This is an optimization exercise on Yosys and OpenROAD, whose aim is small area, not a production implementation.
The RTL was checked by simulation tests, not by an equivalence proof against the original design.
Power figures rest on the tool's default switching activity, not on a simulated workload.

// adc_fsm
module adc_fsm ( clk, rst, start_fsm, stop_sampling, samplingInProcess, configInProcess, CSnot, SCLK, SSTRB,
                 DIN, DOUT, ADC_ValueCH1, ADC_ValueCH2, ADC_ValueCH3 , sample_updated );
Size in the first run: ~290 cells after synthesis, roughly 60 I/O pins.
export LEC_CHECK = 0
export CAP_MARGIN = 20
export CORE_MARGIN = 2
export CORE_UTILIZATION = 40
export SLEW_MARGIN = 20
export SYNTH_HIERARCHICAL = 1
export SYNTH_MINIMUM_KEEP_SIZE = 0
create_clock -name core_clock -period 8.0 [get_ports {clk}]
standard.sh (not shown) runs the stock make flow with config.mk's settings and CLKGATE_MAP_FILE= SYNTH_SCRIPT=/design/flow/synth_recipe.tcl, a recipe that flattens the netlist after the stock synthesis.
==> flow/flow/run.sh <==
#!/bin/bash
# Layout flow: the standard.sh (ORFS from synthesis to the final layout) with
#  - synthesis: the standard synthesis script, but ABC maps the combinational
#    logic with an area-oriented script (flow/my_synth.tcl, flow/abc_area.script);
#  - ports buffered with the smallest buffer (buf_1);
#  - clock tree synthesis with CTS_BUFS and no dummy loads.
# make's full output goes to flow_make.log in this folder; ORFS's per-step logs are
# under orfs/logs/.
set -euo pipefail
HERE="$(cd "$(dirname "${BASH_SOURCE[0]}")" && pwd)"
CTS_BUFS="sky130_fd_sc_hd__clkbuf_8"
export BUFFER_PORTS_ARGS="-buffer_cell sky130_fd_sc_hd__buf_1"
export CTS_ARGS="-sink_clustering_enable -repair_clock_nets -buf_list $CTS_BUFS -dont_use_dummy_load"
bash standard.sh SYNTH_SCRIPT="$HERE/my_synth.tcl" finish > flow_make.log 2>&1
==> flow/flow/abc_area.script <==
&get -n
&st
&dch -f
&nf -a -R 1000
&put
==> flow/flow/my_synth.tcl <==
# The standard synthesis (synth_recipe.tcl, in the folder above) with one change:
# the technology mapping of the combinational logic uses the area-oriented ABC script
# abc_area.script beside this file instead of ORFS's speed script. The registers
# (dfflibmap, before ABC) are exactly the standard synthesis's.
set my_flow_dir [file dirname [file normalize [info script]]]
proc abc {args} {
  set i [lsearch -exact $args -script]
  if {$i >= 0} { lset args [expr {$i + 1}] [file join $::my_flow_dir abc_area.script] }
  yosys abc {*}$args
}
source [file join $my_flow_dir .. synth_recipe.tcl]
The starting point went through all stages and came out clean.
Edit:
==> flow/run.sh (new file) <==
#!/bin/bash
# synth_recipe.tcl (not shown) runs the flow's synth.tcl, then flattens the netlist and writes it again
# the make line also repeats each setting of config.mk as NAME=value (left out here)
make -C /OpenROAD-flow-scripts/flow DESIGN_CONFIG=/design/flow/config.mk WORK_HOME=/design/flow/orfs CLKGATE_MAP_FILE= SYNTH_SCRIPT=/design/flow/synth_recipe.tcl finish
Settings changed: CTS_BUF_LIST from default to sky130_fd_sc_hd__clkbuf_8.
removed: flow/flow/run.sh
removed: flow/flow/abc_area.script
removed: flow/flow/my_synth.tcl
removed: flow/standard.sh
After rerunning: The new run finished with timing, DRC and antenna clean; clock skew barely changes; via count grows by 2.6%; cell count grows by 4.0%.
Edit:
==> flow/flow/run.sh (new file) <==
#!/bin/bash
# Standard layout (the standard.sh: ORFS from synthesis to the final layout) with
# two changes to the ORFS defaults:
#  - ports are buffered with the smallest buffer (buf_1);
#  - clock tree synthesis uses the buffers in CTS_BUFS and inserts no dummy loads.
# make's full output goes to flow_make.log in this folder; ORFS's own per-step logs
# are under orfs/logs/.
set -euo pipefail
CTS_BUFS="${CTS_BUFS:-sky130_fd_sc_hd__clkbuf_8}"
export BUFFER_PORTS_ARGS="-buffer_cell sky130_fd_sc_hd__buf_1"
export CTS_ARGS="-sink_clustering_enable -repair_clock_nets -buf_list $CTS_BUFS -dont_use_dummy_load"
bash standard.sh > flow_make.log 2>&1
==> flow/standard.sh (new file) <==
#!/bin/bash
# synth_recipe.tcl (not shown) runs the flow's synth.tcl, then flattens the netlist and writes it again
# the make line also repeats each setting of config.mk as NAME=value (left out here)
make -C /OpenROAD-flow-scripts/flow DESIGN_CONFIG=/design/flow/config.mk WORK_HOME=/design/flow/orfs CLKGATE_MAP_FILE= SYNTH_SCRIPT=/design/flow/synth_recipe.tcl "${@:-finish}"
Settings changed: CTS_BUF_LIST sky130_fd_sc_hd__clkbuf_8 to default.
removed: flow/run.sh
Outcome: Power decreases by 19%; final area goes down by 12%; core utilization fell by 6.3 points; synthesized cell count stays the same; cell count came out lower by 2.8%; routed wire length fell by 4.1%.
